From an optimization exercise on the open Yosys and OpenROAD flow, aimed at small area, a short achievable clock period and few clock cycles per item; shortcuts taken in it are not production practice. At most, simulation tests tie the RTL to the original design; equivalence was not proved.

== run 1 ==
==> flow/design.v (excerpt) <==
module fp(out,done,a,b,start,clk,rst);
input wire [9:0]a,b;
input wire start;
input wire clk,rst;
output wire [9:0]out;
output reg done;
wire [8:0] lt_b = ~a[8:0] & b[8:0];
wire [8:0] eq_b = ~(a[8:0] ^ b[8:0]);
wire lt87 = lt_b[8] | (eq_b[8] & lt_b[7]);  wire eq87 = eq_b[8] & eq_b[7];
wire lt65 = lt_b[6] | (eq_b[6] & lt_b[5]);  wire eq65 = eq_b[6] & eq_b[5];
wire lt43 = lt_b[4] | (eq_b[4] & lt_b[3]);  wire eq43 = eq_b[4] & eq_b[3];
wire lt21 = lt_b[2] | (eq_b[2] & lt_b[1]);  wire eq21 = eq_b[2] & eq_b[1];
wire lt85 = lt87 | (eq87 & lt65);           wire eq85 = eq87 & eq65;
wire lt41 = lt43 | (eq43 & lt21);           wire eq41 = eq43 & eq21;
wire lt40 = lt41 | (eq41 & lt_b[0]);        wire eq40 = eq41 & eq_b[0];
wire a_lt_b = lt85 | (eq85 & lt40);
wire a_eq_b = eq85 & eq40;
wire [3:0] ea = a[8:5], eb = b[8:5];
wire [3:0] bo_ab, bo_ba;    
assign bo_ab[0] = 1'b0;
assign bo_ab[1] = ~ea[0] & eb[0];
assign bo_ab[2] = (~ea[1] & eb[1]) | (eq_b[6] & bo_ab[1]);
assign bo_ab[3] = (~ea[2] & eb[2]) | (eq_b[7] & (~ea[1] & eb[1])) | (eq_b[7] & eq_b[6] & bo_ab[1]);
assign bo_ba[0] = 1'b0;
assign bo_ba[1] = ~eb[0] & ea[0];
assign bo_ba[2] = (~eb[1] & ea[1]) | (eq_b[6] & bo_ba[1]);
assign bo_ba[3] = (~eb[2] & ea[2]) | (eq_b[7] & (~eb[1] & ea[1])) | (eq_b[7] & eq_b[6] & bo_ba[1]);
wire [3:0] dab = ~eq_b[8:5] ^ bo_ab;
wire [3:0] dba = ~eq_b[8:5] ^ bo_ba;
wire [5:0] ma = {1'b1, a[4:0]};
wire [5:0] mb = {1'b1, b[4:0]};
wire sub = a[9] ^ b[9];
wire [5:0] mx = a_lt_b ? mb : ma;
wire [3:0] d = (lt85 ? eb : ea) - (lt85 ? ea : eb);
wire [5:0] my = ((a_lt_b ? ma : mb) >> d) ^ {6{sub}};
wire [9:0] x = a_lt_b ? b : a;
wire [5:0] p = mx ^ my;
wire [5:0] g = mx & my;
wire cin = sub;
  ...
Size: ~300 cells after synthesis, about 13 flip-flops, roughly 34 I/O pins, ~1700 µm² of cells after synthesis.
==> module fp, before the edit <==
module fp(out,done,a,b,start,clk,rst);
input wire [9:0]a,b;
input wire start;
input wire clk,rst;
output wire [9:0]out;
output reg done;
wire [8:0] lt_b = ~a[8:0] & b[8:0];
wire [8:0] eq_b = ~(a[8:0] ^ b[8:0]);
wire lt87 = lt_b[8] | (eq_b[8] & lt_b[7]);  wire eq87 = eq_b[8] & eq_b[7];
wire lt65 = lt_b[6] | (eq_b[6] & lt_b[5]);  wire eq65 = eq_b[6] & eq_b[5];
wire lt43 = lt_b[4] | (eq_b[4] & lt_b[3]);  wire eq43 = eq_b[4] & eq_b[3];
wire lt21 = lt_b[2] | (eq_b[2] & lt_b[1]);  wire eq21 = eq_b[2] & eq_b[1];
wire lt85 = lt87 | (eq87 & lt65);           wire eq85 = eq87 & eq65;
wire lt41 = lt43 | (eq43 & lt21);           wire eq41 = eq43 & eq21;
wire lt40 = lt41 | (eq41 & lt_b[0]);        wire eq40 = eq41 & eq_b[0];
wire a_lt_b = lt85 | (eq85 & lt40);
wire a_eq_b = eq85 & eq40;
wire [3:0] ea = a[8:5], eb = b[8:5];
wire [3:0] bo_ab, bo_ba;    
assign bo_ab[0] = 1'b0;
assign bo_ab[1] = ~ea[0] & eb[0];
assign bo_ab[2] = (~ea[1] & eb[1]) | (eq_b[6] & bo_ab[1]);
assign bo_ab[3] = (~ea[2] & eb[2]) | (eq_b[7] & (~ea[1] & eb[1])) | (eq_b[7] & eq_b[6] & bo_ab[1]);
assign bo_ba[0] = 1'b0;
assign bo_ba[1] = ~eb[0] & ea[0];
assign bo_ba[2] = (~eb[1] & ea[1]) | (eq_b[6] & bo_ba[1]);
assign bo_ba[3] = (~eb[2] & ea[2]) | (eq_b[7] & (~eb[1] & ea[1])) | (eq_b[7] & eq_b[6] & bo_ba[1]);
wire [3:0] dab = ~eq_b[8:5] ^ bo_ab;
wire [3:0] dba = ~eq_b[8:5] ^ bo_ba;
wire [5:0] ma = {1'b1, a[4:0]};
wire [5:0] mb = {1'b1, b[4:0]};
wire sub = a[9] ^ b[9];
wire [5:0] mx = a_lt_b ? mb : ma;
wire [3:0] d = (lt85 ? eb : ea) - (lt85 ? ea : eb);
wire [5:0] my = ((a_lt_b ? ma : mb) >> d) ^ {6{sub}};
wire [9:0] x = a_lt_b ? b : a;
wire [5:0] p = mx ^ my;
wire [5:0] g = mx & my;
wire cin = sub;
wire g10 = g[1] | (p[1] & g[0]);           wire p10 = p[1] & p[0];
wire g32 = g[3] | (p[3] & g[2]);           wire p32 = p[3] & p[2];
wire g54 = g[5] | (p[5] & g[4]);           wire p54 = p[5] & p[4];
wire g0c = g[0] | (p[0] & cin);
wire c0 = cin;
wire c1 = g0c;
wire c2 = g10 | (p10 & cin);
wire c3 = g[2] | (p[2] & c2);
wire g30 = g32 | (p32 & g10);              wire p30 = p32 & p10;
wire c4 = g30 | (p30 & cin);
wire c5 = g[4] | (p[4] & c4);
wire c6 = g54 | (p54 & c4);
reg [6:0] mag;
reg [3:0] r_e;
reg r_s;
always @(posedge clk) begin
  mag <= {c6 & ~sub, p ^ {c5, c4, c3, c2, c1, c0}};
  r_e <= x[8:5];
  r_s <= x[9];
  if (rst) done <= 1'b0;
  else done <= start;
end
wire h6 = mag[6];
wire h5 = ~mag[6] & mag[5];
wire h4 = ~mag[6] & ~mag[5] & mag[4];
wire h3 = ~|mag[6:4] & mag[3];
wire h2 = ~|mag[6:3] & mag[2];
wire h1 = ~|mag[6:2] & mag[1];
wire h0 = ~|mag[6:1];
wire [4:0] m = ({5{h6}} & mag[5:1])
             | ({5{h5}} & mag[4:0])
             | ({5{h4}} & {mag[3:0], 1'b0})
             | ({5{h3}} & {mag[2:0], 2'b0})
             | ({5{h2}} & {mag[1:0], 3'b0})
             | ({5{h1}} & {mag[0], 4'b0});
wire [3:0] ep1 = r_e + 4'd1;
wire [3:0] em1 = r_e - 4'd1;
wire [3:0] em2 = r_e - 4'd2;
wire [3:0] em3 = r_e - 4'd3;
wire [3:0] em4 = r_e - 4'd4;
wire [3:0] em5 = r_e - 4'd5;
wire [3:0] e = ({4{h6}} & ep1) | ({4{h5}} & r_e) | ({4{h4}} & em1)
             | ({4{h3}} & em2) | ({4{h2}} & em3) | ({4{h1}} & em4)
             | ({4{h0}} & em5);
wire zero = ~|mag;
assign out = zero ? 10'd0 : {r_s, e, m};
endmodule
export LEC_CHECK = 0
export ABC_AREA = 1
export CAP_MARGIN = 20
export CORE_MARGIN = 2
export CORE_UTILIZATION = 40
export SLEW_MARGIN = 20
export BUFFER_PORTS_ARGS = -buffer_cell sky130_fd_sc_hd__buf_1
create_clock -name core_clock -period 8.0 [get_ports {clk}]
standard.sh (not shown) runs the stock make flow with config.mk's settings and CLKGATE_MAP_FILE= SYNTH_SCRIPT=/design/flow/synth_recipe.tcl, a recipe that flattens the netlist after the stock synthesis.
==> flow/flow/run.sh <==
#!/bin/bash
# The standard layout with two changes, each tool's output in its own log:
#  - synthesis is the standard flow's own script (synth_recipe.tcl) run without ORFS's
#    adder extraction (ADDER_MAP_FILE empty), so ABC maps the whole logic,
#    and, if flow/abc.script exists, with that ABC script in place of
#    ORFS's; registers, flattening and renaming are as in the standard run
#  - flow/extra.mk adds ORFS settings to config.mk (port buffer cell, ...)
# The rest is the standard.sh, unchanged.
set -e
cat flow/extra.mk >> config.mk
{ head -1 synth_recipe.tcl; cat flow/abc_swap.tcl; tail -n +2 synth_recipe.tcl; } > my_synth.tcl
if [ -f flow/abc.script ]; then export FLOW_ABC_SCRIPT=$PWD/flow/abc.script; fi
bash standard.sh ADDER_MAP_FILE= SYNTH_SCRIPT=$PWD/my_synth.tcl synth > synth.log 2>&1
bash standard.sh > standard.log 2>&1
==> flow/flow/abc.script <==
strash
balance
rewrite
refactor
balance
rewrite
rewrite -z
balance
refactor -z
rewrite -z
balance
balance
rewrite
refactor
balance
rewrite
rewrite -z
balance
refactor -z
rewrite -z
balance
dch -f
map -B 0.9
topo
stime -c
buffer -c
upsize -c
dnsize -c
==> flow/flow/abc_swap.tcl <==
# Map the combinational logic with the ABC script named by FLOW_ABC_SCRIPT
# instead of ORFS's; every other step of the synthesis is unchanged.
if {[info exists ::env(FLOW_ABC_SCRIPT)] && $::env(FLOW_ABC_SCRIPT) ne ""} {
  proc abc {args} {
    set i [lsearch -exact $args -script]
    if {$i >= 0} { set args [lreplace $args [expr {$i + 1}] [expr {$i + 1}] $::env(FLOW_ABC_SCRIPT)] }
    yosys abc {*}$args
  }
}
==> flow/flow/extra.mk <==
export BUFFER_PORTS_ARGS = -buffer_cell sky130_fd_sc_hd__buf_1
Run 1 reached the final stage; the timing, design-rule and antenna checks on its layout passed.
Setup changes, run 1 to run 2
--- a/flow/design.v
+++ b/flow/design.v
@@ -3,5 +3,5 @@
 input wire start;
 input wire clk,rst;
-output wire [9:0]out;
+output reg [9:0]out;
 output reg done;
 wire [8:0] lt_b = ~a[8:0] & b[8:0];
@@ -32,5 +32,5 @@
 wire sub = a[9] ^ b[9];
 wire [5:0] mx = a_lt_b ? mb : ma;
-wire [3:0] d = (lt85 ? eb : ea) - (lt85 ? ea : eb);
+wire [3:0] d = lt85 ? dba : dab;
 wire [5:0] my = ((a_lt_b ? ma : mb) >> d) ^ {6{sub}};
 wire [9:0] x = a_lt_b ? b : a;
@@ -50,14 +50,7 @@
 wire c5 = g[4] | (p[4] & c4);
 wire c6 = g54 | (p54 & c4);
-reg [6:0] mag;
-reg [3:0] r_e;
-reg r_s;
-always @(posedge clk) begin
-  mag <= {c6 & ~sub, p ^ {c5, c4, c3, c2, c1, c0}};
-  r_e <= x[8:5];
-  r_s <= x[9];
-  if (rst) done <= 1'b0;
-  else done <= start;
-end
+wire [6:0] mag = {c6 & ~sub, p ^ {c5, c4, c3, c2, c1, c0}};
+wire [3:0] r_e = x[8:5];
+wire r_s = x[9];
 wire h6 = mag[6];
 wire h5 = ~mag[6] & mag[5];
@@ -83,4 +76,8 @@
              | ({4{h0}} & em5);
 wire zero = ~|mag;
-assign out = zero ? 10'd0 : {r_s, e, m};
+always @(posedge clk) begin
+  out <= zero ? 10'd0 : {r_s, e, m};
+  if (rst) done <= 1'b0;
+  else done <= start;
+end
 endmodule
### Flow results
Of run 1 and run 2, run 2 shows the higher total number of placement rows, with run 1 below it.
From run 1 to run 2 the numbers moved as follows: peak supply drop moved up; via density per instance moved up; floorplan die width moved up; sequential cell count moved down.
Going from run 1 to run 2, the worst setup slack was found to have gone down by 0.77 ns.
Run 2 went all the way through synthesis, placement and routing and the layout is clean on timing, DRC and antenna.
Compared run 1 against run 2; smallest hold slack within noise.
Between run 1 and run 2, the flow reports maximum fanout along the worst path decreasing by a little under 10%.
Testbench counts of run 2, summed over its fixed seeds: cycles 24,000, items 24,000.
For run 1, only the layout was checked, not whether the RTL still works.

re-timing with driven ports:
The flow's constraints put no driver on any port. The routed layouts listed below were extracted and timed again, unchanged, in two steps. Step 1 sets driving cells, clkbuf_16 on the clock port and buf_2 on the other inputs (assumed; they add their load-dependent delay and slew). Step 2 moves the port delays by t, midway between the first and last clock arrival at a register: inputs arrive t later, outputs are due t later. That takes back most of the time a late clock gives input paths. Three values: ideal ports, drivers, drivers and shift; two values: the first two.
| run | t, ns | setup slack, ns | worst setup path at the end | latest minus earliest clock arrival (ns) | slew at the worst register clock pin (ns) |
|---|---|---|---|---|---|
| run 1 | 0.256 | 4.307 / 4.307 / 4.051 | input to register | 0.004 / 0.004 | 0.05 / 0.05 |
| run 2 | 0.261 | 3.538 / 3.540 / 3.280 | input to register | 0.003 / 0.003 | 0.05 / 0.05 |
After both steps every run listed still meets setup and hold. For run 2, which loses most, drivers alone change the setup slack by +0.002 ns; drivers and shift together by -0.258 ns.
